This is an optimization exercise on Yosys and OpenROAD, whose aim is a short achievable clock period and few clock cycles, not a production implementation. Only simulation tests tie the RTL to the original design; equivalence was not proved. Power and IR drop assume default switching activity.

--- config.mk ---
export PLATFORM = sky130hd
export DESIGN_NAME = ARM
export DESIGN_NICKNAME = ARM
export VERILOG_FILES = /design/flow/design.v
export SDC_FILE = /design/flow/constraint.sdc
export NUM_CORES = 8
export LEC_CHECK = 0
export CAP_MARGIN = 20
export CORE_MARGIN = 2
export CORE_UTILIZATION = 40
export SETUP_SLACK_MARGIN = 0.4
export SLEW_MARGIN = 20
--- constraint.sdc ---
create_clock -name core_clock -period 18.0 [get_ports {clk}]
set_input_delay 3.6000 -clock core_clock [delete_from_list [all_inputs] [get_ports {clk}]]
set_output_delay 3.6000 -clock core_clock [all_outputs]
set_load 0.01 [all_outputs]
--- design.v ---
module ARM (
	input clk,
	input rst,
	output [31:0] imem_addr,
	input  [31:0] imem_rdata,
	output [31:0] dmem_addr,
	output [31:0] dmem_wdata,
	output dmem_rd_en,
	output dmem_wr_en,
	input  [31:0] dmem_rdata,
	input  dmem_ready
);
	reg  [9:0]  pc;
	reg         fd_v;
	reg  [31:0] fd_ins;
	reg  [14:0] fd_oha, fd_ohb;    
	reg         fd_xa, fd_xb;      
	reg         fd_la, fd_lb;      
	reg         fd_pred;           
	reg         fd_zoff;           
	reg  [9:0]  fd_alt;            
	reg         de_v;
	reg  [3:0]  de_cond;
	reg         de_wr;             
	reg         de_ld, de_st, de_br, de_setf;
	reg  [3:0]  de_rd, de_ra, de_rm;
	reg         de_pred, de_zoff;
	reg  [9:0]  de_alt;
	reg         de_arith, de_invb, de_cin1, de_cinc, de_zext, de_linv;
	reg  [1:0]  de_lsel;
	reg  [32:0] de_a;              
	reg  [32:0] de_b;              
	reg  [31:0] de_sd;             
	reg         de_pa, de_pb, de_ps;    
	reg         de_pbs;                 
	reg         use_a, use_b, use_s;    
	reg  [3:0]  de_stag;                
	reg  [6:0]  de_shf;                 
	reg         de_lch;                 
	reg  [3:0]  de_tag;                 
	reg         x_wr;
	reg  [3:0]  x_dst;
	reg  [31:0] x_val;
	reg         ld_v;
	reg         ld_any;            
	reg  [3:0]  ld_tag;
	reg  [3:0]  ld_dst;
	reg  [31:0] ld_q;
	reg  [31:0] ld_qs;             
	reg  [3:0]  flg;
	reg  [31:0] rf [0:14];
	reg  [14:0] pend;          
	reg  [3:0]  ptag [0:14];   
	reg  [3:0]  l_seq;         
	reg         o_rd, o_wr;
	reg  [31:0] o_addr, o_wdata;
	reg  [3:0]  o_dst, o_tag;
	reg         q_wr   [0:3];
	reg  [31:0] q_addr [0:3];
	reg  [31:0] q_data [0:3];
	reg  [3:0]  q_dst  [0:3];
	reg  [3:0]  q_tag  [0:3];      
	reg         q_pd   [0:3];      
	reg  [1:0]  q_rp, q_wp;
	reg  [2:0]  q_cnt;
	wire fN = flg[3], fZ = flg[2], fC = flg[1], fV = flg[0];
	wire [15:0] ctab = {
		1'b0,                       
		1'b1,                       
		fZ | (fN != fV),            
		~fZ & (fN == fV),           
		fN != fV,                   
		fN == fV,                   
		~fC | fZ,                   
		fC & ~fZ,                   
		~fV, fV, ~fN, fN, ~fC, fC, ~fZ, fZ };
	wire        e_cond = ctab[de_cond];
	wire        e_go   = de_v & e_cond;           
	wire        e_hold = e_go & (de_pa | de_pb);
	wire        e_ok   = e_go & ~e_hold;
	wire        cin = de_cin1 | (de_cinc & fC);
	wire [32:0] ea = use_a ? xa(ld_q, de_zext) : de_a;
	wire [32:0] eb = use_b ? xb(de_pbs ? ld_qs : ld_q, de_zext, de_invb) : de_b;
	wire [31:0] es = use_s ? ld_q : de_sd;
	wire [33:0] sum34 = {ea, 1'b1} + {eb, cin};
	wire [32:0] sum = sum34[33:1];
	wire [32:0] zc  = {ea[31:0] | eb[31:0], cin};
	wire        zsum = &(~(ea ^ eb ^ zc));
	reg  [31:0] lres;
	always @(*) begin
		case (de_lsel)
			2'd0: lres = ea[31:0] & eb[31:0];
			2'd1: lres = ea[31:0] | eb[31:0];
			2'd2: lres = ea[31:0] ^ eb[31:0];
			default: lres = eb[31:0];
		endcase
		if (de_linv) lres = ~lres;
	end
	wire [31:0] res  = de_arith ? sum[31:0] : lres;
	wire        nN   = res[31];
	wire        nC   = de_arith ? sum[32] : lres[31];
	wire        nZ   = de_arith ? zsum : ~|lres;
	wire        nV   = de_arith ? (sum[31] ^ sum[32]) : 1'b0;
	wire [32:0] zcf  = {de_a[31:0] | de_b[31:0], cin};
	wire        zsf  = &(~(de_a ^ de_b ^ zcf));
	reg  [31:0] lrf;
	always @(*) begin
		case (de_lsel)
			2'd0: lrf = de_a[31:0] & de_b[31:0];
			2'd1: lrf = de_a[31:0] | de_b[31:0];
			2'd2: lrf = de_a[31:0] ^ de_b[31:0];
			default: lrf = de_b[31:0];
		endcase
	end
	wire        nZf2 = de_arith ? zsf : (de_linv ? &lrf : ~|lrf);    
	wire        zk   = ~(use_a | use_b);
	wire        e_qmem = e_go & (de_ld | de_st) & ~de_lch;    
	wire        e_mem  = e_qmem & ~e_hold;
	wire        e_ldw  = e_mem & de_ld;
	wire        e_aluw = e_ok & de_wr;
	wire        e_sets = e_go & de_setf;
	wire        mispredict = de_v & de_br & ~de_zoff & (e_cond != de_pred);
	wire [31:0] di   = fd_ins;
	wire [1:0]  dmode = di[27:26];
	wire        dI   = di[25];
	wire [3:0]  dop  = di[24:21];
	wire        dS   = di[20];
	wire [3:0]  drn  = di[19:16];
	wire [3:0]  drd  = di[15:12];
	wire [3:0]  drm  = di[3:0];
	wire d_dp    = dmode == 2'b00;
	wire d_mov   = dop == 4'b1101;
	wire d_mvn   = dop == 4'b1111;
	wire d_add   = dop == 4'b0100;
	wire d_adc   = dop == 4'b0101;
	wire d_sub   = dop == 4'b0010;
	wire d_sbc   = dop == 4'b0110;
	wire d_and   = dop == 4'b0000;
	wire d_orr   = dop == 4'b1100;
	wire d_eor   = dop == 4'b0001;
	wire d_cmp   = dop == 4'b1010;
	wire d_tst   = dop == 4'b1000;
	wire d_wrop  = d_mov | d_mvn | d_add | d_adc | d_sub | d_sbc | d_and | d_orr | d_eor;
	wire d_alu_w = d_dp & d_wrop;
	wire d_cmpt  = d_dp & dS & (d_cmp | d_tst);
	wire d_alu   = d_alu_w | d_cmpt;
	wire d_ld    = (dmode == 2'b01) & dS;
	wire d_st    = (dmode == 2'b01) & ~dS;
	wire d_mem   = dmode == 2'b01;
	wire d_br    = (dmode == 2'b10) & ~di[24];
	wire d_setf  = (d_alu_w & dS) | d_cmpt | d_ld;
	wire d_invb  = d_dp & (d_sub | d_sbc | d_cmp);
	wire d_zext  = d_dp & d_adc;
	wire d_use_a = (d_alu & ~d_mov & ~d_mvn) | d_mem;
	wire d_use_b = d_alu & ~dI & ~di[4];
	wire d_shift = d_use_b & (di[11:7] != 5'd0);
	wire [3:0] d_rbsel = d_st ? drd : drm;
	reg  [31:0] rfv [0:14];
	integer i;
	always @(*)
		for (i = 0; i < 15; i = i + 1)
			rfv[i] = rf[i];
	function [31:0] rdreg(input [14:0] oh);
		integer j;
		begin
			rdreg = 32'd0;
			for (j = 0; j < 15; j = j + 1)
				rdreg = rdreg | (rfv[j] & {32{oh[j]}});
		end
	endfunction
	wire [31:0] d_va = fd_xa ? x_val : fd_la ? ld_q : rdreg(fd_oha);
	wire [31:0] d_vb = fd_xb ? x_val : fd_lb ? ld_q : rdreg(fd_ohb);
	wire [4:0]  d_sh  = di[11:7];
	wire [1:0]  d_sty = di[6:5];
	wire [63:0] d_ror = {d_vb, d_vb} >> d_sh;
	wire [4:0]  d_rot = {di[11:8], 1'b0};
	wire [63:0] d_iror = {24'd0, di[7:0], 24'd0, di[7:0]} >> d_rot;
	reg  [31:0] d_op2;
	always @(*) begin
		if (d_mem)
			d_op2 = {{20{di[11]}}, di[11:0]};
		else if (dI)
			d_op2 = d_iror[31:0];
		else if (di[4])
			d_op2 = 32'd0;
		else case (d_sty)
			2'b00: d_op2 = d_vb << d_sh;
			2'b11: d_op2 = d_ror[31:0];
			default: d_op2 = d_vb >> d_sh;
		endcase
	end
	function fwd(input [3:0] r);
		fwd = e_go & de_wr & (de_rd == r);
	endfunction
	function pl(input [3:0] r, input [14:0] oh);
		pl = (|(pend & oh) & ~fwd(r)) |
		     (e_go & de_ld & (de_rd == r) & (r != 4'd15));
	endfunction
	wire d_pla = pl(drn, fd_oha);
	wire d_plb = pl(d_rbsel, fd_ohb);
	wire d_fwa = fwd(drn);
	wire d_fwb = fwd(d_rbsel);
	wire d_fa = d_use_a & d_fwa;
	wire d_fb = d_use_b & ~d_shift & d_fwb;
	wire d_fs = d_st & d_fwb;
	wire d_pa = d_use_a & d_pla;
	wire d_pb = d_use_b & d_plb;
	wire d_ps = d_st & d_plb;
	reg  [3:0]  d_stag;
	always @(*) begin
		if (e_go & de_ld & (de_rd == drd))
			d_stag = de_lch ? de_tag : l_seq;
		else
			d_stag = ptag[drd];
	end
	wire head_busy = o_rd | o_wr;
	wire served    = head_busy & dmem_ready;
	wire head_free = ~head_busy | served;
	wire q_nonempty = q_cnt != 3'd0;
	wire [3:0] q_tot = {1'b0, q_cnt} + {3'd0, head_busy} + {3'd0, e_qmem};
	wire stall = fd_v & (
		(d_shift & d_fwb) |
		(d_mem & (q_tot >= 4'd5)));
	wire [31:0] d_addr = d_va + {{20{di[11]}}, di[11:0]};
	wire [3:0] dcnd = di[31:28];
	wire d_ctrue = (dcnd == 4'd14) | (~e_sets & ctab[dcnd]);
	wire d_lok = fd_v & d_mem & d_ctrue & ~stall & ~mispredict &
	             ~d_pla & ~d_fwa & (d_ld | (~d_plb & ~d_fwb)) &
	             ~q_nonempty & ~e_qmem;
	wire launch = d_lok & ~e_hold & head_free;
	wire launch_ld = launch & d_ld;
	wire zf = e_sets ? nZf2 : fZ;
	wire zfk = ~e_sets | zk;           
	wire d_zcond = (dcnd == 4'd0) | (dcnd == 4'd1);
	wire d_known = ~e_sets | (d_zcond & zk);
	wire d_taken = d_zcond ? (zf ^ dcnd[0]) : ctab[dcnd];
	wire d_fix = fd_v & d_br & ~fd_zoff & d_known & (d_taken != fd_pred);
	wire [31:0] fi = imem_rdata;
	wire        f_br = (fi[27:26] == 2'b10) & ~fi[24];
	wire        d_sets = fd_v & d_setf;
	wire        stable = ~d_sets & ~e_sets;
	wire [3:0]  fc = fi[31:28];
	reg  [15:0] pk_b, pk_f;
	integer c;
	always @(*) begin
		for (c = 0; c < 14; c = c + 1) begin
			if (c < 2) begin
				pk_b[c] = 1'b1;
				pk_f[c] = c[0];
			end else begin
				pk_b[c] = ~stable | ctab[c];
				pk_f[c] = stable ? ctab[c] : ((c < 10) ? c[0] : ~c[0]);
			end
		end
		pk_b[14] = 1'b1; pk_f[14] = 1'b1;
		pk_b[15] = 1'b0; pk_f[15] = 1'b0;
	end
	wire        f_zc   = f_br & ~d_sets & zfk & (fc[3:1] == 3'd0);
	wire        f_pred = f_zc ? (zf ^ fc[0]) : f_br & (fi[23] ? pk_b[fc] : pk_f[fc]);
	wire [9:0]  pc1 = pc + 10'd1;
	wire [5:0]  ft_lo  = {1'b0, pc1[4:0]} + {1'b0, fi[4:0]};
	wire [4:0]  ft_hi0 = pc1[9:5] + fi[9:5];
	wire [4:0]  ft_hi1 = pc1[9:5] + fi[9:5] + 5'd1;
	wire [9:0]  f_tgt = {ft_lo[5] ? ft_hi1 : ft_hi0, ft_lo[4:0]};
	wire [9:0]  f_next = f_pred ? f_tgt : pc1;
	wire [9:0]  f_alt  = f_pred ? pc1 : f_tgt;
	wire        f_st = (fi[27:26] == 2'b01) & ~fi[20];
	wire [3:0]  f_rb = f_st ? fi[15:12] : fi[3:0];
	wire [15:0] f_oha = 16'd1 << fi[19:16];
	wire [3:0]  n_ra = f_hold ? drn : fi[19:16];
	wire [3:0]  n_rb = f_hold ? d_rbsel : f_rb;
	wire [15:0] f_ohb = 16'd1 << f_rb;
	assign imem_addr = {22'd0, pc};
	assign dmem_addr  = o_addr;
	assign dmem_wdata = o_wdata;
	assign dmem_rd_en = o_rd;
	assign dmem_wr_en = o_wr;
	wire bypass_q  = head_free & ~q_nonempty & e_mem;    
	wire q_push    = e_mem & ~bypass_q;
	wire q_pop     = head_free & q_nonempty;
	wire [15:0] o_oh = 16'd1 << o_dst;
	wire e_lld = e_go & de_lch & de_ld;
	wire head_latest = (|(pend & o_oh[14:0]) & (ptag[o_dst] == o_tag)) |
	                   (e_lld & (de_tag == o_tag));
	wire head_wr = o_rd & head_latest;                  
	wire ld_wr = dmem_ready & head_wr;                  
	wire e_ld_to = e_qmem & de_ld;                      
	wire cap_da = dmem_ready & (head_wr & (o_dst == drn) & ~(e_ld_to & (de_rd == drn)));
	wire cap_db = dmem_ready & (head_wr & (o_dst == d_rbsel) & ~(e_ld_to & (de_rd == d_rbsel)));
	wire cap_ea = dmem_ready & (head_wr & (o_dst == de_ra));
	wire cap_eb = dmem_ready & (head_wr & (o_dst == de_rm));
	wire cap_es = dmem_ready & (head_wr & (o_dst == de_rd));
	wire        ls_e = e_hold & de_pb;
	wire [4:0]  ls_sh = ls_e ? de_shf[6:2] : di[11:7];
	wire [1:0]  ls_ty = ls_e ? de_shf[1:0] : di[6:5];
	wire [31:0] ls_in = dmem_rdata;
	wire [63:0] ls_ror = {ls_in, ls_in} >> ls_sh;
	reg  [31:0] ls_out;
	always @(*) begin
		case (ls_ty)
			2'b00: ls_out = ls_in << ls_sh;
			2'b11: ls_out = ls_ror[31:0];
			default: ls_out = ls_in >> ls_sh;
		endcase
	end
	function [32:0] xa(input [31:0] v, input zext);
		xa = {~zext & v[31], v};
	endfunction
	function [32:0] xb(input [31:0] v, input zext, input invb);
		xb = {33{invb}} ^ {~zext & v[31], v};
	endfunction
	wire        n_rd   = q_nonempty ? ~q_wr[q_rp] : e_mem ? de_ld : launch & d_ld;
	wire        n_wr   = q_nonempty ?  q_wr[q_rp] : e_mem ? de_st : launch & d_st;
	wire [31:0] n_addr = q_nonempty ? q_addr[q_rp] : e_mem ? sum[31:0] : d_addr;
	wire        n_pd   = q_nonempty ? q_pd[q_rp] : e_mem & de_st & de_ps;
	wire [3:0]  n_ptg  = q_nonempty ? q_tag[q_rp] : de_stag;
	wire [31:0] n_pdat = (o_rd & (o_tag == n_ptg)) ? dmem_rdata : ld_q;
	wire [31:0] n_data = n_pd ? n_pdat : q_nonempty ? q_data[q_rp] : e_mem ? es : d_vb;
	wire        d_fix_e = d_fix & ~mispredict & ~f_hold;
	wire        f_take = f_pred & ~mispredict & ~f_hold;
	wire [9:0]  pc_alt = mispredict ? de_alt : f_hold ? pc : pc1;
	wire [9:0]  pc_o   = f_take ? f_tgt : pc_alt;
	wire advance = ~e_hold;           
	wire f_hold  = e_hold | stall;
	always @(posedge clk) begin
		if (rst) begin
			pc <= 10'd0;
			o_rd <= 1'b0; o_wr <= 1'b0;
			o_addr <= 32'd0; o_wdata <= 32'd0;
			o_dst <= 4'd0; o_tag <= 4'd0;
		end else begin
			pc <= d_fix_e ? fd_alt : pc_o;
			if (head_free) begin
				o_rd    <= n_rd;
				o_wr    <= n_wr;
				o_addr  <= n_addr;
				o_wdata <= n_data;
				o_dst   <= q_nonempty ? q_dst[q_rp]  : e_mem ? de_rd : drd;
				o_tag   <= q_nonempty ? q_tag[q_rp]  : l_seq;
			end
		end
	end
	integer k;
	always @(posedge clk or posedge rst) begin
		if (rst) begin
			fd_v <= 1'b0;
			de_v <= 1'b0;
			flg <= 4'd0;
			for (k = 0; k < 15; k = k + 1)
				rf[k] <= k;
			x_wr <= 1'b0;
			ld_v <= 1'b0;
			ld_any <= 1'b0;
			pend <= 15'd0;
			l_seq <= 4'd0;
			q_rp <= 2'd0; q_wp <= 2'd0; q_cnt <= 3'd0;
		end else begin
			if (mispredict)
				fd_v <= 1'b0;
			else if (!f_hold)
				fd_v <= ~d_fix;
			if (advance)
				de_v <= fd_v & ~stall & ~mispredict;
			if (e_ok & de_setf)
				flg <= {nN, nZ, nC, nV};
			if (ld_v && ld_dst != 4'd15) rf[ld_dst] <= ld_q;
			if (x_wr && x_dst != 4'd15) rf[x_dst] <= x_val;    
			x_wr <= e_aluw;
			ld_v <= ld_wr;
			ld_any <= o_rd & dmem_ready;
			if (ld_wr && o_dst != 4'd15) pend[o_dst] <= 1'b0;
			if (e_aluw && de_rd != 4'd15) pend[de_rd] <= 1'b0;
			if (e_ldw && de_rd != 4'd15) pend[de_rd] <= 1'b1;
			if (e_lld && !dmem_ready && de_rd != 4'd15) pend[de_rd] <= 1'b1;
			if (e_ldw | launch_ld) l_seq <= l_seq + 4'd1;
			if (q_push) q_wp <= q_wp + 2'd1;
			if (q_pop)  q_rp <= q_rp + 2'd1;
			q_cnt <= q_cnt + {2'd0, q_push} - {2'd0, q_pop};
		end
	end
	always @(posedge clk) begin
		if (rst) begin
			de_a <= 0;
			de_alt <= 0;
			de_arith <= 0;
			de_b <= 0;
			de_br <= 0;
			de_cin1 <= 0;
			de_cinc <= 0;
			de_cond <= 0;
			de_invb <= 0;
			de_lch <= 0;
			de_tag <= 0;
			de_ld <= 0;
			de_linv <= 0;
			de_lsel <= 0;
			de_pa <= 0;
			use_a <= 0;
			use_b <= 0;
			use_s <= 0;
			de_stag <= 0;
			de_pb <= 0;
			de_pbs <= 0;
			de_pred <= 0;
			de_ps <= 0;
			de_ra <= 0;
			de_rd <= 0;
			de_rm <= 0;
			de_sd <= 0;
			de_setf <= 0;
			de_shf <= 0;
			de_st <= 0;
			de_wr <= 0;
			de_zext <= 0;
			de_zoff <= 0;
			fd_alt <= 0;
			fd_ins <= 0;
			fd_la <= 0;
			fd_lb <= 0;
			fd_oha <= 0;
			fd_ohb <= 0;
			fd_pred <= 0;
			fd_xa <= 0;
			fd_xb <= 0;
			fd_zoff <= 0;
		end else begin
			fd_xa <= e_aluw & (de_rd == n_ra);
			fd_xb <= e_aluw & (de_rd == n_rb);
			fd_la <= ld_wr & (o_dst == n_ra);
			fd_lb <= ld_wr & (o_dst == n_rb);
			if (~(f_hold | mispredict)) begin
				fd_ins  <= fi;
				fd_oha  <= f_oha[14:0];
				fd_ohb  <= f_ohb[14:0];
				fd_pred <= f_pred;
				fd_zoff <= fi[23:0] == 24'd0;
				fd_alt  <= f_alt;
			end
			if (advance) begin
				de_cond  <= di[31:28];
				de_wr    <= d_alu_w;
				de_ld    <= d_ld;
				de_st    <= d_st;
				de_br    <= d_br;
				de_setf  <= d_setf;
				de_rd    <= drd;
				de_ra    <= drn;
				de_rm    <= drm;
				de_pred  <= d_br & (fd_pred ^ d_fix);
				de_zoff  <= fd_zoff;
				de_alt   <= fd_alt;
				de_arith <= d_mem | (d_dp & (d_add | d_adc | d_sub | d_sbc | d_cmp));
				de_invb  <= d_invb;
				de_cin1  <= d_dp & (d_sub | d_cmp);
				de_cinc  <= d_dp & d_adc;
				de_zext  <= d_zext;
				de_lsel  <= (d_and | d_tst) ? 2'd0 : d_orr ? 2'd1 : d_eor ? 2'd2 : 2'd3;
				de_linv  <= d_mvn;
				de_a     <= d_fa ? xa(res, d_zext) : xa(d_va, d_zext);
				de_b     <= d_fb ? xb(res, d_zext, d_invb) :
				            xb(d_op2, d_zext, d_invb);
				de_sd    <= d_fs ? res : d_vb;
				de_pa    <= d_pa & ~cap_da;
				de_pb    <= d_pb & ~cap_db;
				de_ps    <= d_ps & ~cap_db;
				use_a    <= d_pa & cap_da;
				use_b    <= d_pb & cap_db;
				use_s    <= d_ps & cap_db;
				de_stag  <= d_stag;
				de_pbs   <= d_shift;
				de_shf   <= di[11:5];
				de_lch   <= launch;
				de_tag   <= l_seq;
			end else begin
				if (use_a) de_a  <= ea;
				if (use_b) de_b  <= eb;
				if (use_s) de_sd <= es;
				use_a <= de_pa & cap_ea;
				use_b <= de_pb & cap_eb;
				use_s <= de_ps & cap_es;
				if (de_pa & cap_ea) de_pa <= 1'b0;
				if (de_pb & cap_eb) de_pb <= 1'b0;
				if (de_ps & cap_es) de_ps <= 1'b0;
			end
		end
	end
	always @(posedge clk) begin
		x_dst  <= de_rd;
		x_val  <= res;
		ld_dst <= o_dst;
		ld_q   <= dmem_rdata;
		ld_tag <= o_tag;
		ld_qs  <= ls_out;
		if (e_ldw) ptag[de_rd] <= l_seq;
		if (e_lld) ptag[de_rd] <= de_tag;
		for (k = 0; k < 4; k = k + 1)
			if (q_pd[k] && ld_any && q_tag[k] == ld_tag) begin
				q_data[k] <= ld_q;
				q_pd[k]   <= 1'b0;
			end
		if (e_mem) begin
			q_wr[q_wp]   <= de_st;
			q_addr[q_wp] <= sum[31:0];
			q_data[q_wp] <= es;
			q_dst[q_wp]  <= de_rd;
			q_tag[q_wp]  <= de_st ? de_stag : l_seq;
			q_pd[q_wp]   <= de_st & de_ps;
		end
	end
endmodule
--- flow/run.sh ---
#!/bin/bash
# Layout flow: the standard ORFS flow (standard.sh, unchanged synthesis),
# with repair_timing asked for a setup margin so that it optimises the layout
# for a shorter period than the constraint's 18 ns, and the port buffers made
# with a regular buffer cell. The clock period and the SDC stay the design's.
set -euo pipefail
cd "$(dirname "${BASH_SOURCE[0]}")/.."
bash standard.sh SETUP_SLACK_MARGIN=13.5 \
  "BUFFER_PORTS_ARGS=-buffer_cell sky130_fd_sc_hd__buf_4" \
  finish > flow_make.log 2>&1
--- standard.sh ---
#!/bin/bash
# synth_recipe.tcl (not shown) runs the flow's synth.tcl, then flattens the netlist and writes it again
# the make line also repeats each setting of config.mk as NAME=value (left out here)
make -C /OpenROAD-flow-scripts/flow DESIGN_CONFIG=/design/flow/config.mk WORK_HOME=/design/flow/orfs CLKGATE_MAP_FILE= SYNTH_SCRIPT=/design/flow/synth_recipe.tcl "${@:-finish}"
==> results.py, run 1 <==
metrics = {
    "power": {
        "comb_power_share_pct": 40.9,
        "p_switching_mw": 5.21,
        "p_int_mw": 7.24,
        "p_leak_nw": 39.8,
        "worst_ir_drop_vdd_uv": 127,
        "p_seq_share_pct": 33.2,
        "total_power_mw": 12.5,
        "switching_share_pct": 41.9,
        "clkPwrFrac_pct": 25.9,
        "power_density_nw_per_um2": 121,
    },
    "worst_setup_path": {
        "path_depth": 1,
        "start_kind": "register",
        "ff2ff_path_depth": 15,
        "critPathMaxStageDelay_ns": 0.36,
        "criticalPathCategory": "reg2out",
        "cp_max_fo": 2,
        "crit_path_cell_trace": "buf_6",
        "slowest_stage": "dfxtp_4",
        "crit_buf_inv": 1,
        "crit_family": "flip-flops",
        "end_kind": "primary output",
        "crit_arrival_ns": 1.32,
        "required_ns": 14.40,
    },
    "drt": {
        "antenna_left": 0,
        "wl_um": 440000,
        "routed_via_density": 6.71,
        "vias": 86300,
        "wl_per_cell_um": 34.2,
        "drt_iter0_markers": 13200,
        "drc_errors": 0,
        "firstDrtPassIters": 9,
    },
    "hold_path": {
        "min-delay-path-class": "reg2reg",
        "min_path_cells": 0,
    },
    "global_route": {
        "met1_usage_pct": 48.5,
        "grt_max_degree": 84,
        "grt_pass1_vias": 80200,
        "met2_usage_pct": 57.0,
        "use_met3_pct": 12.0,
        "grt_overflow": 0,
        "antenna_found_initial": 23,
        "grtUsageTotal_pct": 38.8,
        "globalRoute.busiestLayer": "met2",
        "grt_pass1_wl_um": 607000,
    },
    "sta": {
        "max_freq_mhz": 203,
        "finalSetupViolCount": 0,
        "slew_viol_final": 0,
        "period_share_pct": 27.3,
        "skew_ns": 0.0636,
        "rsz0062_at_grt": "true",
        "hold_viol": 0,
        "min_period_ns": 4.92,
        "fin_tns_setup_ns": 0,
        "worst_slack_ns": 13.08,
        "slew_headroom_pct": 17.3,
        "worst_pin_slew_ns": 1.24,
        "holdWs_ns": 0.443,
    },
    "clocking": {
        "cts-buffers-inserted": 153,
        "htreeDepth": 4,
        "insertion_delay_ns": 0.87,
        "cts_buffer_depth": 3,
        "clk_pin_slew_worst_paths_ns": 0.06,
        "cts_tree": "yes",
        "cts_root_buffer": "clkbuf_16",
        "clock_sinks": 1310,
    },
    "placement": {
        "pre_cts_ws_ns": 11.08,
        "place.gp.congestion": 1.06,
        "port-buffer-count": 142,
        "post-place-cells": 12200,
        "dpl.hpwl_um": 285000,
    },
    "status": {
        "status": "finished clean",
    },
    "floorplan": {
        "io_pins": 165,
        "fp-row-count": 169,
        "start_util_pct": 40.2,
        "die_height_um": 465,
        "die_x_um": 465,
        "dieArea_um2": 216000,
        "coreArea_um2": 212000,
    },
    "layout": {
        "fin_nets": 10200,
        "syn_to_final_growth_pct": 20.6,
        "final_common_cell": "nor2_1",
        "finalNonFillerCells": 12900,
        "layout_common_cells": "1176 x nor2_1, 1159 x a21oi_1, 896 x nand2_1, 557 x mux2i_1, 515 x buf_4",
        "drive_gt1_share_pct": 20.7,
    },
    "synthesis": {
        "synthArstFlopShare_pct": 39.3,
        "synth-edff-count": 356,
        "synthCells": 9898,
        "yosysWarnings": 3,
        "synth_seq_area_share_pct": 38.1,
        "ys_seq_elements": 1310,
        "ys.flop_type": "dfrtp_1",
        "syn_avg_cell_area_um2": 8.59,
        "synth_cell_types": 109,
        "syn-cell-area_um2": 85100,
    },
    "run": {
        "cap_violations": 0,
    },
}
-- timing repair --
item | in CTS | in global routing
gates cloned | 23 | 4
setup buffers | 148 | 142
setup endpoints to repair | 1125 | 769
pin swaps | 124 | 208
hold buffers | 0 | 0
gates resized for setup | 701 | 510
-- sequential cells by signal, indices dropped and copies added (netlist names), 15 cells and up, named ones only --
register,flops
q_tag,16
ld_qs,32
de_sd,32
o_addr,32
fd_ins,32
rf,480
de_a,33
x_val,32
fd_oha,15
fd_ohb,15
q_data,128
ptag,60
pend,15
o_wdata,32
de_b,33
q_addr,128
q_dst,16
ld_q,32
-- through the flow --
stage                     cell area [um^2]  util (%)
after global placement               89000      42.1
after global routing                103000      48.5
after CTS                            98800      46.7
final                               103000      48.5
after detailed placement             89000      42.1
after floorplan                      85500         -
-- logic make-up after synthesis --
logic type,share of synthesized area (%)
compound gates,23.2
simple gates,14.3
flops,38.1
buf+inv,5.77
mux,12.5
xor+xnor,3.20
fa+ha+maj,2.97
other cells,0.00441
-- layout make-up --
cell class                 instances  area [um^2]
antenna                           10         25.0
multi-input combinational       7365        52400
tap                             2821         3530
fill                           19800       109000
clock inverter                    68          761
clock buffer                     217         4310
sequential                      1310        32700
inverter                         297         1180
timing repair buffer             765         7750
-- synthesized netlist by cell type (15+ instances only) --
master | n | area, um^2
nor2_1 | 1216 | 4560
a21oi_1 | 1209 | 6050
nand2_1 | 955 | 3580
clkbuf_1 | 758 | 2850
mux2i_1 | 612 | 6130
o21ai_0 | 498 | 2490
dfrtp_1 | 487 | 12200
a22oi_1 | 465 | 3490
dfxtp_1 | 439 | 8790
edfxtp_1 | 356 | 10700
inv_1 | 295 | 1110
a211oi_1 | 202 | 1520
ha_1 | 194 | 2430
mux4_2 | 173 | 3900
xnor2_1 | 168 | 1470
nand3_1 | 144 | 721
nand4_1 | 144 | 901
o22ai_1 | 142 | 888
xor2_1 | 140 | 1230
nor3_1 | 118 | 591
buf_1 | 100 | 375
o211ai_1 | 73 | 548
buf_2 | 72 | 360
a221oi_1 | 52 | 455
nor4_1 | 52 | 325
mux2_2 | 48 | 541
o31ai_1 | 46 | 345
o221ai_1 | 45 | 394
a21o_1 | 43 | 323
a31oi_1 | 42 | 263
a32oi_1 | 38 | 333
nand2b_1 | 36 | 225
and3_1 | 31 | 194
a22o_1 | 29 | 254
and2_1 | 29 | 181
dfstp_2 | 28 | 736
nor2b_1 | 26 | 163
o21a_1 | 26 | 195
buf_4 | 25 | 188
a311oi_1 | 21 | 184
or2_2 | 21 | 131
a211o_1 | 19 | 166
a221o_1 | 18 | 180
a32o_1 | 16 | 160
or3_1 | 15 | 93.8
-- power groups by stage --
stage	clock, mW	sequential [mW]	combinational (mW)
global placement	0	4.11	4.19
floorplan	0	3.75	2.75
finish	3.23	4.14	5.09
detailed placement	0	4.12	4.21
global route	3.36	4.16	5.27
CTS	3.24	4.09	4.62
-- path summary, 6_finish.rpt --
path	end	slack [ns]	start
max in group asynchronous	rf[4][20]$_DFF_PP0_	13.69	rst
min in group asynchronous	q_wp[1]$_DFFE_PP0P_	2.83	rst
setup reg to reg	pc[4]$_SDFFE_PP0P_	13.20	de_b[4]$_SDFFE_PP0P_
hold / removal	ld_dst[3]$_DFF_P_	0.44	o_dst[3]$_SDFFE_PP0N_
hold reg to reg	ld_dst[3]$_DFF_P_	0.44	o_dst[3]$_SDFFE_PP0N_
setup / recovery	imem_addr[7]	13.08	pc[7]$_SDFFE_PP0P_
-- layer usage --
layer	wire, um	share of wire [%]
met2	184000	42
met1	159000	36
met4	37500	8.5
met3	59400	14
met5	177	0.040
Testbench counts, summed over its fixed seeds: cycles 38,991.
==> inputs of run 2 (changes only) <==
--- a/flow/run.sh
+++ b/flow/run.sh
@@ -7,3 +7,3 @@
 cd "$(dirname "${BASH_SOURCE[0]}")/.."
-bash standard.sh SETUP_SLACK_MARGIN=13.5 \
+bash standard.sh SETUP_SLACK_MARGIN=14 \
   "BUFFER_PORTS_ARGS=-buffer_cell sky130_fd_sc_hd__buf_4" \
==> run 2 against run 1 <==
Effect of this change: setup slack got worse by 0.018 ns; critical path type is now reg2reg; still clean; sequential share of layout area is 2.3 points lower; area after synthesis unchanged.
==> results.py, run 2 <==
metrics = {
    "clocking": {
        "clock_sinks": 1310,
        "htreeDepth": 4,
        "insertion_delay_ns": 0.87,
        "cts_root_buffer": "clkbuf_16",
        "cts-buffers-inserted": 153,
        "cts_tree": "yes",
        "clk_pin_slew_worst_paths_ns": 0.06,
        "cts_hold_buffers": 0,
        "cts_buffer_depth": 3,
    },
    "power": {
        "p_switching_mw": 5.65,
        "comb_power_share_pct": 45.1,
        "p_int_mw": 7.78,
        "power_density_nw_per_um2": 121,
        "p_seq_share_pct": 30.8,
        "clkPwrFrac_pct": 24.1,
        "switching_share_pct": 42.1,
        "p_leak_nw": 43.0,
        "worst_ir_drop_vdd_uv": 112,
        "total_power_mw": 13.4,
    },
    "worst_setup_path": {
        "crit_arrival_ns": 5.66,
        "worstSetupStartpoint": "de_b[4]$_SDFFE_PP0P_",
        "start_kind": "register",
        "cp_max_fo": 6,
        "ff2ff_path_depth": 15,
        "r2r-end": "pc[5]$_SDFFE_PP0P_",
        "end_kind": "register",
        "reg2reg_slack_ns": 13.07,
        "criticalPathCategory": "reg2reg",
        "required_ns": 18.72,
        "rr_startpoint": "de_b[4]$_SDFFE_PP0P_",
    },
    "layout": {
        "multiInputGateArea_um2": 55300,
        "syn_to_final_growth_pct": 29.9,
        "layout_common_cells": "1165 x nor2_1, 1041 x a21oi_1, 811 x nand2_1, 597 x buf_4, 546 x mux2i_1",
        "fin_nets": 10500,
        "fillCellCount": 18900,
        "reg_top3": "rf: 480 flops, q_addr: 128 flops, q_data: 128 flops",
        "regMostFlops": "rf",
        "finalNonFillerCells": 13200,
        "drive_gt1_share_pct": 27.6,
        "fin_util_pct": 52.2,
        "final_common_cell": "nor2_1",
        "final_area_um2": 111000,
        "largest_reg_flops": 480,
        "register_area_um2": 32700,
    },
    "sta": {
        "fin_tns_setup_ns": 0,
        "slew_viol_final": 0,
        "finalSetupViolCount": 0,
        "hold_viol": 0,
        "slew_headroom_pct": 12.3,
        "period_share_pct": 27.4,
        "worst_slack_ns": 13.07,
        "skew_ns": 0.0631,
        "worst_pin_slew_ns": 1.31,
        "rsz0062_at_grt": "true",
        "holdWs_ns": 0.454,
        "min_period_ns": 4.93,
        "max_freq_mhz": 203,
    },
    "synthesis": {
        "synth_top_area_share_pct": 14.3,
        "synthAdderAreaFrac_pct": 2.97,
        "synth_compound_area_share_pct": 23.2,
        "synthTopCellsByCount": "1216 x nor2_1, 1209 x a21oi_1, 955 x nand2_1",
        "synth_cell_types": 109,
        "yosysWarnings": 3,
        "synthArstFlopShare_pct": 39.3,
        "synth-edff-count": 356,
        "synth_xor_area_share_pct": 3.20,
        "synthSimpleGateAreaFrac_pct": 14.3,
        "yosysMostFrequentCell": "nor2_1",
        "synth_area_leaders": "dfrtp_1 14%, edfxtp_1 13%, dfxtp_1 10%, mux2i_1 7.2%, a21oi_1 7.1%",
        "syn-cell-area_um2": 85100,
        "ys_seq_elements": 1310,
        "synth_seq_area_share_pct": 38.1,
        "ys.flop_type": "dfrtp_1",
        "synthCells": 9898,
        "yosysTopAreaCell": "dfrtp_1",
        "synth_mux_area_share_pct": 12.5,
        "syn_avg_cell_area_um2": 8.59,
        "synth_top_family_by_area": "compound AO/OA/AOI/OAI gates",
    },
    "global_route": {
        "antenna_found_initial": 25,
        "grt_overflow": 0,
        "grt_max_degree": 84,
        "grt_pass1_wl_um": 629000,
        "grt_pass1_vias": 83200,
        "grtUsageTotal_pct": 40.2,
    },
    "floorplan": {
        "die_height_um": 465,
        "io_pins": 165,
        "start_util_pct": 40.2,
        "fp-row-count": 169,
        "die_x_um": 465,
        "dieArea_um2": 216000,
        "coreArea_um2": 212000,
    },
    "placement": {
        "place.gp.congestion": 1.06,
        "port-buffer-count": 142,
        "place_area_um2": 89000,
        "post-place-cells": 12200,
        "dpl.hpwl_um": 285000,
        "pre_cts_ws_ns": 11.08,
    },
    "status": {
        "status": "finished clean",
    },
    "drt": {
        "drc_errors": 0,
        "routed_via_density": 6.77,
        "antenna_left": 0,
        "drt_iter0_markers": 14500,
        "vias": 89400,
        "firstDrtPassIters": 9,
        "wl_per_cell_um": 35.0,
        "wl_um": 462000,
    },
    "hold_path": {
        "min_to": "ld_dst[3]$_DFF_P_",
        "min_path_cells": 0,
        "hold_start": "o_dst[3]$_SDFFE_PP0N_",
        "min-delay-path-class": "reg2reg",
    },
    "run": {
        "cap_violations": 0,
    },
}
run 2: how the worst max path moves through the flow:
stage | cells past startpoint | end | slack [ns]
2_1_floorplan | 5 | de_b[21]$_SDFFE_PP0P_ | 12.36
3_3_place_gp | 5 | rf[0][20]$_DFF_PP0_ | 11.13
3_5_place_dp | 5 | rf[12][20]$_DFF_PP0_ | 11.08
4_1_cts | 1 | dmem_addr[23] | 13.05
5_1_grt | 14 | pc[5]$_SDFFE_PP0P_ | 12.99
6_report | 15 | pc[5]$_SDFFE_PP0P_ | 13.07
run 2: cells by family after synthesis:
logic type      count (synthesis)
other cells                     1
compound gates               3144
mux                           836
fa+ha+maj                     199
simple gates                 2845
buf+inv                      1254
xor+xnor                      309
flops                        1310
run 2: per-layer routing:
metal	global-route usage, %	share of wire [%]	vias to the layer above
li1	-	-	36900
met1	49.5	36	43500
met2	58.4	42	7047
met3	13.6	14	1967
met5	0	0.038	-
met4	29.5	8.9	20
run 2: power by group through the flow:
stage	clock [mW]	sequential (mW)	combinational [mW]
final	3.24	4.14	6.05
after global routing	3.36	4.16	6.21
after CTS	3.24	4.10	5.34
after detailed placement	0	4.12	4.21
after global placement	0	4.11	4.19
after floorplan	0	3.75	2.75
run 2: repair_timing:
| action | 4_1_cts | 5_1_grt |
|---|---|---|
| setup endpoints to repair | 1378 | 968 |
| cloned | 57 | 20 |
| gates resized for setup | 1575 | 615 |
| setup buffers | 396 | 193 |
| pin swaps | 383 | 391 |
run 2: final cells by class:
class / count / area share, %
timing repair inverter: 1 / 0.0147
timing repair buffer: 1107 / 11.4
antenna: 15 / 0.0340
clock inverter: 68 / 0.688
clock buffer: 217 / 3.90
multi-input combinational: 7371 / 50.1
tap: 2821 / 3.19
inverter: 297 / 1.10
sequential: 1310 / 29.6
run 2: critical path: stages (launching register included):
cell and delay [ns]:
dfxtp_1 0.51, inv_1 0.09, ha_1 0.32, xor2_1 0.36, nand4_1 0.15, or4_1 0.51, nor3_1 0.52, nand4_1 0.52
nand2_1 0.26, o221ai_1 0.13, a211o_1 0.37, a21oi_4 0.28, buf_12 0.17, mux2i_1 0.22, a211oi_1 0.09, a221o_1 0.27
==> inputs of run 3 (changes only) <==
==> flow/run.sh (replaced) <==
#!/bin/bash
# Layout flow: the standard ORFS flow (standard.sh, unchanged synthesis),
# with repair_timing asked for a setup margin so that it optimises the layout
# for a shorter period than the constraint's 18 ns, the port buffers made
# with a regular buffer cell, and clock tree synthesis with smaller sink
# clusters and no dummy loads (a shorter clock tree). The clock period and the
# SDC stay the design's.
set -euo pipefail
cd "$(dirname "${BASH_SOURCE[0]}")/.."
bash standard.sh SETUP_SLACK_MARGIN=13.5 \
  "BUFFER_PORTS_ARGS=-buffer_cell sky130_fd_sc_hd__buf_4" \
  "CTS_ARGS=-sink_clustering_enable -repair_clock_nets -dont_use_dummy_load -sink_clustering_size 18 -sink_clustering_max_diameter 100" \
  finish > flow_make.log 2>&1
==> run 3 against run 2 <==
Effect of this change: sequential share of layout area grew 3.3 points; worst hold slack gained 0.0017 ns; area after synthesis is the same; critical endpoint is now pc[8]$_SDFFE_PP0P_.
==> results.py, run 3 <==
metrics = {
    "status": {
        "status": "finished clean",
    },
    "layout": {
        "reg_top3": "rf: 480 flops, q_addr: 128 flops, q_data: 128 flops",
        "regMostFlops": "rf",
        "register_area_um2": 32700,
        "layout_common_cells": "1177 x nor2_1, 1163 x a21oi_1, 890 x nand2_1, 554 x mux2i_1, 524 x buf_4",
        "multiInputGateArea_um2": 52100,
        "final_area_um2": 99500,
        "fin_nets": 10100,
        "fin_util_pct": 47.0,
        "drive_gt1_share_pct": 19.6,
        "fillCellCount": 20100,
        "syn_to_final_growth_pct": 17.0,
        "largest_reg_flops": 480,
        "finalNonFillerCells": 12700,
        "final_common_cell": "nor2_1",
    },
    "floorplan": {
        "dieArea_um2": 216000,
        "die_x_um": 465,
        "fp-row-count": 169,
        "start_util_pct": 40.2,
        "die_height_um": 465,
        "io_pins": 165,
        "coreArea_um2": 212000,
    },
    "synthesis": {
        "synth_mux_area_share_pct": 12.5,
        "synth-edff-count": 356,
        "syn_avg_cell_area_um2": 8.59,
        "synthCells": 9898,
        "yosysTopAreaCell": "dfrtp_1",
        "synth_compound_area_share_pct": 23.2,
        "synth_top_family_by_area": "compound AO/OA/AOI/OAI gates",
        "syn-cell-area_um2": 85100,
        "synthSimpleGateAreaFrac_pct": 14.3,
        "ys_seq_elements": 1310,
        "synthTopCellsByCount": "1216 x nor2_1, 1209 x a21oi_1, 955 x nand2_1",
        "synth_cell_types": 109,
        "synthAdderAreaFrac_pct": 2.97,
        "ys.flop_type": "dfrtp_1",
        "yosysWarnings": 3,
        "synth_seq_area_share_pct": 38.1,
        "synth_area_leaders": "dfrtp_1 14%, edfxtp_1 13%, dfxtp_1 10%, mux2i_1 7.2%, a21oi_1 7.1%",
        "yosysMostFrequentCell": "nor2_1",
        "synthArstFlopShare_pct": 39.3,
        "synth_top_area_share_pct": 14.3,
        "synth_xor_area_share_pct": 3.20,
    },
    "worst_setup_path": {
        "critPathMaxStageDelay_ns": 0.27,
        "reg2reg_slack_ns": 13.05,
        "cp_max_fo": 4,
        "crit_family": "compound AO/OA/AOI/OAI gates",
        "criticalPathCategory": "in2reg",
        "start_kind": "primary input",
        "crit_path_cell_trace": "buf_12 > ha_4 > a21o_1 > a21oi_2 > o21bai_1 > a21oi_2 > buf_4 > nor4b_4 > xnor2_1 > buf_4 > nand2_2 > mux2i_1 > nor3_1 > a221o_1",
        "crit_arrival_ns": 5.63,
        "end_kind": "register",
        "required_ns": 18.66,
        "crit_buf_inv": 3,
        "slowest_stage": "a221o_1",
    },
    "placement": {
        "dpl.hpwl_um": 285000,
        "place_area_um2": 89000,
        "place.gp.congestion": 1.06,
        "post-place-cells": 12200,
        "port-buffer-count": 142,
        "pre_cts_ws_ns": 11.08,
    },
    "drt": {
        "drc_errors": 0,
        "drt_iter0_markers": 13100,
        "vias": 85200,
        "antenna_left": 0,
        "firstDrtPassIters": 7,
        "routed_via_density": 6.73,
        "wl_um": 437000,
        "wl_per_cell_um": 34.5,
    },
    "power": {
        "p_int_mw": 6.26,
        "p_leak_nw": 38.4,
        "total_power_mw": 11.2,
        "comb_power_share_pct": 45.4,
        "switching_share_pct": 44.0,
        "p_seq_share_pct": 37.0,
        "p_switching_mw": 4.91,
        "clkPwrFrac_pct": 17.7,
        "worst_ir_drop_vdd_uv": 118,
        "power_density_nw_per_um2": 112,
    },
    "global_route": {
        "grt_pass1_vias": 79700,
        "grtUsageTotal_pct": 38.4,
        "grt_overflow": 0,
        "grt_max_degree": 84,
        "antenna_found_initial": 20,
        "grt_pass1_wl_um": 602000,
    },
    "clocking": {
        "clk_pin_slew_worst_paths_ns": 0.08,
        "cts_tree": "yes",
        "htreeDepth": 3,
        "cts_root_buffer": "clkbuf_16",
        "cts_buffer_depth": 3,
        "clock_sinks": 1310,
        "cts-buffers-inserted": 89,
        "cts_hold_buffers": 0,
        "insertion_delay_ns": 0.80,
    },
    "sta": {
        "finalSetupViolCount": 0,
        "worst_slack_ns": 13.03,
        "slew_headroom_pct": 15.8,
        "fin_tns_setup_ns": 0,
        "rsz0062_at_grt": "true",
        "skew_ns": 0.0814,
        "max_freq_mhz": 201,
        "min_period_ns": 4.97,
        "holdWs_ns": 0.456,
        "hold_viol": 0,
        "worst_pin_slew_ns": 1.26,
        "period_share_pct": 27.6,
        "slew_viol_final": 0,
    },
    "run": {
        "cap_violations": 0,
    },
    "hold_path": {
        "min-delay-path-class": "reg2reg",
    },
}
-- run 3: routing by layer --
layer | up-vias | track usage [%] | part of all wire, %
met2 | 6255 | 56.4 | 42
met1 | 41400 | 47.8 | 37
met5 | - | 0.0439 | 0.097
met3 | 1751 | 12.7 | 13
met4 | 22 | 26.3 | 8.6
li1 | 35900 | - | -
-- run 3: final timing paths --
path / startpoint / end / cells past startpoint
min in group asynchronous: rst / rf[2][0]$_DFF_PP0_ / 2
setup / recovery: imem_rdata[1] / pc[8]$_SDFFE_PP0P_ / 14
setup reg to reg: fd_ins[8]$_SDFFE_PP0P_ / de_b[14]$_SDFFE_PP0P_ / 13
max in group asynchronous: rst / rf[13][15]$_DFF_PP0_ / 5
hold / removal: de_alt[4]$_SDFFE_PP0N_ / de_alt[4]$_SDFFE_PP0N_ / 2
hold reg to reg: de_alt[4]$_SDFFE_PP0N_ / de_alt[4]$_SDFFE_PP0N_ / 2
-- run 3: repair_timing --
action,CTS,global route
setup buffers,162,129
setup endpoints to repair,1124,633
hold endpoints to repair,0,0
pin swaps,136,175
resized for setup,788,416
cloned,17,11
-- run 3: worst register-to-register path, delay by kind of cell (launching register included) --
| kind | cells | cell delay [ns] |
|---|---|---|
| AO/OA/AOI/OAI | 5 | 1.20 |
| multiplexers | 3 | 1.11 |
| buffers and inverters | 2 | 0.90 |
| AND/OR/NAND/NOR | 3 | 1.00 |
| flip-flops | 1 | 0.58 |
-- run 3: cell type report --
class	count	share of cell area, %
clock buffers	89	2.24
well taps	2821	3.55
repair buffers	767	7.78
multi-input cells	7365	52.4
flip-flops and latches	1310	32.8
diodes	13	0.0327
inverters	297	1.20
-- run 3: power by group through the flow --
stage               Sequential [mW]  Combinational, mW  Clock (mW)
global route                   4.16               5.26        2.09
detailed placement             4.12               4.21           0
CTS                            4.09               4.65        1.99
floorplan                      3.75               2.75           0
global placement               4.11               4.19           0
finish                         4.13               5.07        1.98
-- run 3: cells by family (layout without fill, tap and decap cells) --
| kind of cell | Yosys count | count (layout) |
|---|---|---|
| simple gates | 2845 | 2853 |
| xor+xnor | 309 | 309 |
| mux | 836 | 836 |
| flops | 1310 | 1310 |
| compound gates | 3144 | 3146 |
| other cells | 1 | 35 |
| buf+inv | 1254 | 1153 |
| fa+ha+maj | 199 | 199 |
==> inputs of run 4 (changes only) <==
--- a/design.v
+++ b/design.v
@@ -260,5 +260,15 @@
 	wire [9:0]  pc1 = pc + 10'd1;
-	wire [5:0]  ft_lo  = {1'b0, pc1[4:0]} + {1'b0, fi[4:0]};
-	wire [4:0]  ft_hi0 = pc1[9:5] + fi[9:5];
-	wire [4:0]  ft_hi1 = pc1[9:5] + fi[9:5] + 5'd1;
+	reg  [5:0]  ft_lo_t  [0:31];
+	reg  [4:0]  ft_hi0_t [0:31];
+	reg  [4:0]  ft_hi1_t [0:31];
+	integer t;
+	always @(*)
+		for (t = 0; t < 32; t = t + 1) begin
+			ft_lo_t[t]  = {1'b0, pc1[4:0]} + t;
+			ft_hi0_t[t] = pc1[9:5] + t;
+			ft_hi1_t[t] = pc1[9:5] + t + 1;
+		end
+	wire [5:0]  ft_lo  = ft_lo_t[fi[4:0]];
+	wire [4:0]  ft_hi0 = ft_hi0_t[fi[9:5]];
+	wire [4:0]  ft_hi1 = ft_hi1_t[fi[9:5]];
 	wire [9:0]  f_tgt = {ft_lo[5] ? ft_hi1 : ft_hi0, ft_lo[4:0]};
@@ -319,5 +329,4 @@
 	wire        d_fix_e = d_fix & ~mispredict & ~f_hold;
-	wire        f_take = f_pred & ~mispredict & ~f_hold;
-	wire [9:0]  pc_alt = mispredict ? de_alt : f_hold ? pc : pc1;
-	wire [9:0]  pc_o   = f_take ? f_tgt : pc_alt;
+	wire        f_take = f_pred & ~mispredict & ~f_hold & ~d_fix;
+	wire [9:0]  pc_alt = mispredict ? de_alt : f_hold ? pc : d_fix ? fd_alt : pc1;
 	wire advance = ~e_hold;           
@@ -331,3 +340,3 @@
 		end else begin
-			pc <= d_fix_e ? fd_alt : pc_o;
+			pc <= f_take ? f_tgt : pc_alt;
 			if (head_free) begin
==> flow/run.sh (replaced) <==
#!/bin/bash
# Layout flow: the standard ORFS flow (standard.sh, unchanged synthesis),
# with repair_timing asked for a setup margin so that it optimises the layout
# for a shorter period than the constraint's 18 ns, and the port buffers made
# with a regular buffer cell. The clock period and the SDC stay the design's.
set -euo pipefail
cd "$(dirname "${BASH_SOURCE[0]}")/.."
bash standard.sh SETUP_SLACK_MARGIN=13.5 \
  "BUFFER_PORTS_ARGS=-buffer_cell sky130_fd_sc_hd__buf_4" \
  finish > flow_make.log 2>&1
==> run 4 against run 3 <==
Effect of this change: via count increased by 0.67%; critical path depth increased by 1; critical endpoint unchanged; sequential cell count unchanged; critical path type unchanged; routed wire length decreased by 1.7%; global-route usage decreased by 1.8 points; clock power increased by 65%; clock-buffer cell count increased by 129; non-clock buffer count decreased by 7; register-to-register slack got worse by 0.07 ns; setup slack got worse by 0.44 ns; sequential share of layout area decreased by 1.4 points.
==> results.py, run 4 <==
metrics = {
    "synthesis": {
        "synth_area_leaders": "dfrtp_1 14%, edfxtp_1 12%, dfxtp_1 10%, mux2i_1 9.8%, a21oi_1 5.5%",
        "yosysWarnings": 6,
        "ys.flop_type": "dfrtp_1",
        "syn_avg_cell_area_um2": 8.88,
        "yosysMostFrequentCell": "nor2_1",
        "synth_top_area_share_pct": 14.0,
        "synthTopCellsByCount": "1024 x nor2_1, 966 x nand2_1, 960 x a21oi_1",
        "ys_seq_elements": 1310,
        "syn-cell-area_um2": 87300,
        "synthCells": 9830,
        "synth_cell_types": 115,
        "synthArstFlopShare_pct": 39.3,
        "synth_seq_area_share_pct": 37.1,
        "yosysTopAreaCell": "dfrtp_1",
        "synth-edff-count": 356,
    },
    "worst_setup_path": {
        "end_kind": "register",
        "crit_path_cell_trace": "buf_4 > nand4b_1 > fa_2 > inv_2 > a21oi_2 > a221o_1 > a32oi_4 > buf_12 > inv_8 > o31ai_4 > xnor2_1 > nand2_1 > o221a_4 > o21ai_2 > o221a_2",
        "critPathMaxStageDelay_ns": 0.35,
        "crit_arrival_ns": 6.14,
        "slowest_stage": "fa_2",
        "required_ns": 18.73,
        "cp_max_fo": 13,
        "criticalPathCategory": "in2reg",
        "crit_family": "compound AO/OA/AOI/OAI gates",
        "crit_buf_inv": 4,
        "start_kind": "primary input",
        "reg2reg_slack_ns": 12.98,
    },
    "clocking": {
        "clk_pin_slew_worst_paths_ns": 0.06,
        "cts_root_buffer": "clkbuf_16",
        "cts_tree": "yes",
        "clock_sinks": 1310,
        "insertion_delay_ns": 0.85,
        "cts_buffer_depth": 3,
        "htreeDepth": 4,
        "cts-buffers-inserted": 153,
    },
    "layout": {
        "largest_reg_flops": 480,
        "register_area_um2": 32700,
        "multiInputGateArea_um2": 53800,
        "fin_nets": 10100,
        "fillCellCount": 20300,
        "final_common_cell": "nor2_1",
        "reg_top3": "rf: 480 flops, q_addr: 128 flops, q_data: 128 flops",
        "regMostFlops": "rf",
        "fin_util_pct": 48.0,
        "layout_common_cells": "989 x nor2_1, 936 x nand2_1, 902 x a21oi_1, 797 x mux2i_1, 514 x buf_4",
        "drive_gt1_share_pct": 20.6,
        "syn_to_final_growth_pct": 19.4,
    },
    "global_route": {
        "antenna_found_initial": 26,
        "grt_pass1_wl_um": 594000,
        "grt_max_degree": 131,
        "grtUsageTotal_pct": 36.6,
        "grt_overflow": 0,
        "grt_pass1_vias": 79300,
    },
    "power": {
        "worst_ir_drop_vdd_uv": 102,
        "total_power_mw": 12.4,
        "p_leak_nw": 41.6,
        "power_density_nw_per_um2": 119,
    },
    "floorplan": {
        "io_pins": 165,
        "dieArea_um2": 222000,
        "die_x_um": 471,
        "fp-row-count": 171,
        "start_util_pct": 40.2,
        "die_height_um": 471,
        "coreArea_um2": 217000,
    },
    "sta": {
        "max_freq_mhz": 185,
        "skew_ns": 0.0321,
        "rsz0062_at_grt": "true",
        "worst_pin_slew_ns": 1.37,
        "hold_viol": 0,
        "fin_tns_setup_ns": 0,
        "finalSetupViolCount": 0,
        "period_share_pct": 30.1,
        "min_period_ns": 5.41,
        "slew_viol_final": 0,
        "slew_headroom_pct": 7.77,
    },
    "drt": {
        "firstDrtPassIters": 9,
        "drt_iter0_markers": 12900,
        "vias": 85800,
        "routed_via_density": 6.71,
        "wl_per_cell_um": 33.6,
        "drc_errors": 0,
        "wl_um": 429000,
        "antenna_left": 0,
    },
    "placement": {
        "port-buffer-count": 142,
        "dpl.hpwl_um": 276000,
        "place.gp.congestion": 1.04,
    },
    "status": {
        "status": "finished clean",
    },
    "hold_path": {
        "min-delay-path-class": "reg2reg",
    },
    "run": {
        "cap_violations": 0,
    },
}
==> run 4: changes by cell type in the layout (fill, tap and decap cells not counted), sizes merged, moves of 34 or more <==
cell    before   now
a21oi     1213   960
clkbuf     103   231
clkinv       2    36
mux2i      614   860
nand3      145    98
nor2      1217  1027
o22ai      145   101
xnor2      168   228
==> run 4: cell families after synthesis <==
| group | count (synthesis) | synth area share [%] |
|---|---|---|
| AOI/OAI and AO/OA | 2870 | 20.9 |
| and+or+nand+nor | 2714 | 13.6 |
| DFF | 1310 | 37.1 |
| buffers and inverters | 1254 | 5.75 |
| muxes | 1126 | 16.0 |
| xor gates and xnor gates | 346 | 3.54 |
| adders and majority gates | 209 | 3.05 |
| other | 1 | 0.00430 |
==> run 4: cell type report <==
type / count / share of cell area (%)
Sequential cell: 1310 / 31.4
Inverter: 265 / 1.03
Timing Repair Buffer: 760 / 7.51
Multi-Input combinational cell: 7295 / 51.7
Clock inverter: 65 / 0.759
Tap cell: 2854 / 3.43
Timing Repair inverter: 1 / 0.0108
Antenna cell: 19 / 0.0456
Clock buffer: 218 / 4.17
==> run 4: per-stage QoR <==
| step | cells | instance area, um^2 | worst slack (ns) | hold WS (ns) |
|---|---|---|---|---|
| floorplan | 9851 | 87500 | 11.94 | 0.329 |
| global placement | 12200 | 90800 | 11.25 | 0.442 |
| detailed placement | 12200 | 90800 | 11.19 | 0.445 |
| CTS | 12600 | 100000 | 12.67 | 0.455 |
| global route | 12800 | 104000 | 12.50 | 0.472 |
| finish | 12800 | 104000 | 12.59 | 0.457 |
==> run 4: report_power, final <==
part | internal, mW | leakage (nW) | switching [mW]
Sequential | 3.50 | 13.9 | 0.656
Combinational | 1.98 | 25.2 | 3.04
Clock | 1.86 | 2.48 | 1.40
Total | 7.34 | 41.6 | 5.10
==> run 4: worst register-to-register path: cells and delay by family, from the launching register on <==
family                     cells  cell delay, ns
and+or+nand+nor                5            1.40
AOI/OAI and AO/OA              7            1.33
xor gates and xnor gates       2            0.61
buffers and inverters          2            0.55
adders and majority gates      1            0.42
DFF                            1            0.38
muxes                          1            0.27
==> run 4: timing repair <==
item,in CTS,in global routing
gates cloned,19,18
hold buffers,0,0
resized for setup,690,459
setup endpoints to repair,969,701
pin swaps,102,185
setup buffers,144,139
==> run 4: final timing paths <==
kind / from / endpoint / cells after the start
worst min-delay path: o_addr[12]$_SDFFE_PP0N_ / o_addr[12]$_SDFFE_PP0N_ / 2
worst max-delay path: imem_rdata[2] / pc[8]$_SDFFE_PP0P_ / 15
worst max register to register: pc[4]$_SDFFE_PP0P_ / fd_alt[8]$_SDFFE_PP0P_ / 18
max in group asynchronous: rst / rf[4][15]$_DFF_PP0_ / 4
min in group asynchronous: rst / rf[2][0]$_DFF_PP0_ / 2
worst min register to register: o_addr[12]$_SDFFE_PP0N_ / o_addr[12]$_SDFFE_PP0N_ / 2
==> run 4: routing by layer <==
metal  vias up  global-route usage [%]  routed length [um]  part of all wire, %
li1      35900                       -                   -                    -
met1     41700                    46.5              159000                   37
met2      6530                    53.6              181000                   42
met3      1682                    12.0               56600                   13
met4        20                    22.7               32300                  7.5
met5         -                   0.130                 137                0.032
Testbench counts of run 4, summed over its fixed seeds: cycles 38,991.
==> inputs of run 5 (changes only) <==
--- a/design.v
+++ b/design.v
@@ -57,10 +57,10 @@
 	reg  [3:0]  o_dst, o_tag;
-	reg         q_wr   [0:3];
-	reg  [31:0] q_addr [0:3];
-	reg  [31:0] q_data [0:3];
-	reg  [3:0]  q_dst  [0:3];
-	reg  [3:0]  q_tag  [0:3];      
-	reg         q_pd   [0:3];      
-	reg  [1:0]  q_rp, q_wp;
-	reg  [2:0]  q_cnt;
+	reg         q_wr   [0:7];
+	reg  [31:0] q_addr [0:7];
+	reg  [31:0] q_data [0:7];
+	reg  [3:0]  q_dst  [0:7];
+	reg  [3:0]  q_tag  [0:7];      
+	reg         q_pd   [0:7];      
+	reg  [2:0]  q_rp, q_wp;
+	reg  [3:0]  q_cnt;
 	wire fN = flg[3], fZ = flg[2], fC = flg[1], fV = flg[0];
@@ -218,7 +218,7 @@
 	wire head_free = ~head_busy | served;
-	wire q_nonempty = q_cnt != 3'd0;
-	wire [3:0] q_tot = {1'b0, q_cnt} + {3'd0, head_busy} + {3'd0, e_qmem};
+	wire q_nonempty = q_cnt != 4'd0;
+	wire [4:0] q_tot = {1'b0, q_cnt} + {4'd0, head_busy} + {4'd0, e_qmem};
 	wire stall = fd_v & (
 		(d_shift & d_fwb) |
-		(d_mem & (q_tot >= 4'd5)));
+		(d_mem & (q_tot >= 5'd9)));
 	wire [31:0] d_addr = d_va + {{20{di[11]}}, di[11:0]};
@@ -260,15 +260,5 @@
 	wire [9:0]  pc1 = pc + 10'd1;
-	reg  [5:0]  ft_lo_t  [0:31];
-	reg  [4:0]  ft_hi0_t [0:31];
-	reg  [4:0]  ft_hi1_t [0:31];
-	integer t;
-	always @(*)
-		for (t = 0; t < 32; t = t + 1) begin
-			ft_lo_t[t]  = {1'b0, pc1[4:0]} + t;
-			ft_hi0_t[t] = pc1[9:5] + t;
-			ft_hi1_t[t] = pc1[9:5] + t + 1;
-		end
-	wire [5:0]  ft_lo  = ft_lo_t[fi[4:0]];
-	wire [4:0]  ft_hi0 = ft_hi0_t[fi[9:5]];
-	wire [4:0]  ft_hi1 = ft_hi1_t[fi[9:5]];
+	wire [5:0]  ft_lo  = {1'b0, pc1[4:0]} + {1'b0, fi[4:0]};
+	wire [4:0]  ft_hi0 = pc1[9:5] + fi[9:5];
+	wire [4:0]  ft_hi1 = pc1[9:5] + fi[9:5] + 5'd1;
 	wire [9:0]  f_tgt = {ft_lo[5] ? ft_hi1 : ft_hi0, ft_lo[4:0]};
@@ -329,4 +319,5 @@
 	wire        d_fix_e = d_fix & ~mispredict & ~f_hold;
-	wire        f_take = f_pred & ~mispredict & ~f_hold & ~d_fix;
-	wire [9:0]  pc_alt = mispredict ? de_alt : f_hold ? pc : d_fix ? fd_alt : pc1;
+	wire        f_take = f_pred & ~mispredict & ~f_hold;
+	wire [9:0]  pc_alt = mispredict ? de_alt : f_hold ? pc : pc1;
+	wire [9:0]  pc_o   = f_take ? f_tgt : pc_alt;
 	wire advance = ~e_hold;           
@@ -340,3 +331,3 @@
 		end else begin
-			pc <= f_take ? f_tgt : pc_alt;
+			pc <= d_fix_e ? fd_alt : pc_o;
 			if (head_free) begin
@@ -364,3 +355,3 @@
 			l_seq <= 4'd0;
-			q_rp <= 2'd0; q_wp <= 2'd0; q_cnt <= 3'd0;
+			q_rp <= 3'd0; q_wp <= 3'd0; q_cnt <= 4'd0;
 		end else begin
@@ -384,5 +375,5 @@
 			if (e_ldw | launch_ld) l_seq <= l_seq + 4'd1;
-			if (q_push) q_wp <= q_wp + 2'd1;
-			if (q_pop)  q_rp <= q_rp + 2'd1;
-			q_cnt <= q_cnt + {2'd0, q_push} - {2'd0, q_pop};
+			if (q_push) q_wp <= q_wp + 3'd1;
+			if (q_pop)  q_rp <= q_rp + 3'd1;
+			q_cnt <= q_cnt + {3'd0, q_push} - {3'd0, q_pop};
 		end
@@ -504,3 +495,3 @@
 		if (e_lld) ptag[de_rd] <= de_tag;
-		for (k = 0; k < 4; k = k + 1)
+		for (k = 0; k < 8; k = k + 1)
 			if (q_pd[k] && ld_any && q_tag[k] == ld_tag) begin
==> run 5 against run 4 <==
Effect of this change: still clean; sequential power up about 30%; routed wire length increased by 17%; setup slack improved by 0.42 ns; global-route usage is 2.0 points higher; clock-buffer cell count up 43; sequential cell count is 299 higher; critical path type is now reg2out; critical endpoint is now dmem_addr[27].
==> results.py, run 5 <==
metrics = {
    "drt": {
        "vias": 94400,
        "wl_um": 501000,
        "drc_errors": 0,
        "antenna_left": 0,
        "wl_per_cell_um": 35.8,
        "firstDrtPassIters": 9,
        "routed_via_density": 6.74,
    },
    "synthesis": {
        "syn_avg_cell_area_um2": 9.16,
        "syn-cell-area_um2": 97800,
        "ys_seq_elements": 1609,
        "yosysWarnings": 3,
        "synth_top_area_share_pct": 20.0,
        "synthArstFlopShare_pct": 32.2,
        "yosysTopAreaCell": "edfxtp_1",
        "synth-edff-count": 652,
        "yosysMostFrequentCell": "a21oi_1",
        "synth_cell_types": 106,
    },
    "global_route": {
        "antenna_found_initial": 36,
        "grt_overflow": 0,
        "grt_pass1_wl_um": 687000,
        "grt_max_degree": 173,
    },
    "power": {
        "comb_power_share_pct": 41.7,
        "switching_share_pct": 42.6,
        "clkPwrFrac_pct": 24.1,
        "power_density_nw_per_um2": 137,
        "p_switching_mw": 6.77,
        "p_leak_nw": 44.1,
        "worst_ir_drop_vdd_uv": 112,
        "p_int_mw": 9.12,
    },
    "floorplan": {
        "die_height_um": 498,
        "dieArea_um2": 248000,
        "coreArea_um2": 243000,
        "io_pins": 165,
    },
    "worst_setup_path": {
        "required_ns": 14.40,
        "crit_path_cell_trace": "buf_6",
        "critPathMaxStageDelay_ns": 0.38,
        "cp_max_fo": 2,
        "crit_buf_inv": 1,
        "end_kind": "primary output",
        "criticalPathCategory": "reg2out",
        "start_kind": "register",
    },
    "sta": {
        "max_freq_mhz": 200,
        "fin_tns_setup_ns": 0,
        "worst_slack_ns": 13.01,
        "skew_ns": 0.0657,
        "hold_viol": 0,
        "slew_headroom_pct": 15.9,
        "slew_viol_final": 0,
        "worst_pin_slew_ns": 1.26,
        "period_share_pct": 27.7,
        "finalSetupViolCount": 0,
    },
    "clocking": {
        "cts-buffers-inserted": 180,
        "htreeDepth": 4,
        "cts_buffer_depth": 3,
        "cts_hold_buffers": 0,
        "insertion_delay_ns": 0.90,
        "cts_root_buffer": "clkbuf_16",
        "cts_tree": "yes",
    },
    "hold_path": {
        "min-delay-path-class": "reg2reg",
    },
    "placement": {
        "pre_cts_ws_ns": 11.42,
        "place.gp.congestion": 1.06,
        "port-buffer-count": 142,
        "dpl.hpwl_um": 328000,
    },
    "layout": {
        "syn_to_final_growth_pct": 18.8,
        "final_common_cell": "a21oi_1",
        "regMostFlops": "rf",
        "largest_reg_flops": 480,
        "fin_nets": 10900,
        "drive_gt1_share_pct": 19.7,
    },
    "run": {
        "cap_violations": 0,
    },
    "status": {
        "status": "finished clean",
    },
}
run 5: path summary, 6_finish.rpt:
kind                                           to  depth (start not counted)                    start  slack, ns
max reg2reg                    pc[1]$_SDFFE_PP0P_                         15    de_b[27]$_SDFFE_PP0P_      13.18
min in group asynchronous     rf[4][25]$_DFF_PP0_                          2                      rst       2.76
min                        de_alt[2]$_SDFFE_PP0N_                          2   fd_alt[2]$_SDFFE_PP0P_       0.44
min reg2reg                de_alt[2]$_SDFFE_PP0N_                          2   fd_alt[2]$_SDFFE_PP0P_       0.44
max                                 dmem_addr[27]                          1  o_addr[27]$_SDFFE_PP0N_      13.01
max in group asynchronous      rf[2][6]$_DFF_PP0_                          4                      rst      13.64
run 5: through the flow:
step	power, mW	hold slack [ns]	area (um^2)	instances	utilization [%]
finish	15.9	0.439	116000	14000	47.8
global route	16.3	0.469	116000	14000	47.8
CTS	15.3	0.422	114000	13900	46.7
detailed placement	11.0	0.447	103000	13400	42.2
global placement	11.0	0.442	103000	13400	42.2
floorplan	8.51	0.329	98500	10700	-
run 5: logic make-up after synthesis:
family | count (synthesis) | share of synthesized area, %
XOR/XNOR | 309 | 2.79
AND/OR/NAND/NOR | 3024 | 13.2
AO/OA/AOI/OAI | 3238 | 20.5
flip-flops | 1609 | 42.3
adder cells (fa/ha/maj) | 201 | 2.62
buffers and inverters | 1294 | 5.15
other | 1 | 0.00383
multiplexers | 995 | 13.4
run 5: final cells by class:
class / instances / area [um^2]
inverter: 283 / 1120
sequential: 1609 / 41700
clock inverter: 78 / 993
antenna: 17 / 42.5
timing repair buffer: 756 / 7630
fill: 22600 / 127000
clock buffer: 261 / 5090
tap: 3202 / 4010
timing repair inverter: 1 / 16.3
multi-input combinational: 7797 / 55600
run 5: power by group through the flow:
stage	clock [mW]	combinational [mW]	sequential, mW
5_1_grt	3.99	6.88	5.44
4_1_cts	3.85	6.12	5.35
3_5_place_dp	0	5.61	5.40
2_1_floorplan	0	3.68	4.82
3_3_place_gp	0	5.57	5.39
6_report	3.83	6.63	5.42
run 5: what timing repair did:
item,in CTS,in global routing
pin swaps,105,108
buffers inserted,153,100
gates resized for setup,739,340
gates cloned,12,10
setup endpoints to repair,1511,784
run 5: per-layer routing:
metal | wire (um) | global-route usage (%) | vias to the layer above
met4 | 36500 | 23.8 | 30
met1 | 185000 | 49.5 | 46200
met2 | 209000 | 55.7 | 7248
li1 | - | - | 39100
met3 | 70400 | 13.4 | 1838
met5 | 233 | 0.0579 | -
Testbench counts of run 5, summed over its fixed seeds: cycles 38,892.

## re-timing with driven ports
The flow's constraints put no driver on any port. The routed layouts listed below were extracted and timed again, unchanged, in two steps.
Step 1, drivers: a clkbuf_16 drives clk and a buf_2 each remaining input, both assumed.
Step 2 also shifts input and output timing later by t, the mid clock arrival at the registers, as if the neighbouring blocks saw the same clock.
Three values: no drivers, after step 1, after step 2; two values: the first two.
| run | t, ns | setup slack, ns |
|---|---|---|
| run 1 | 0.939 | 13.085 / 12.983 / 12.249 |
| run 2 | 0.945 | 13.067 / 12.968 / 12.187 |
| run 3 | 0.866 | 13.033 / 13.020 / 12.224 |
| run 4 | 0.925 | 12.588 / 12.610 / 11.684 |
| run 5 | 0.960 | 13.011 / 12.918 / 12.154 |
After both steps setup and hold are still met in every run listed.
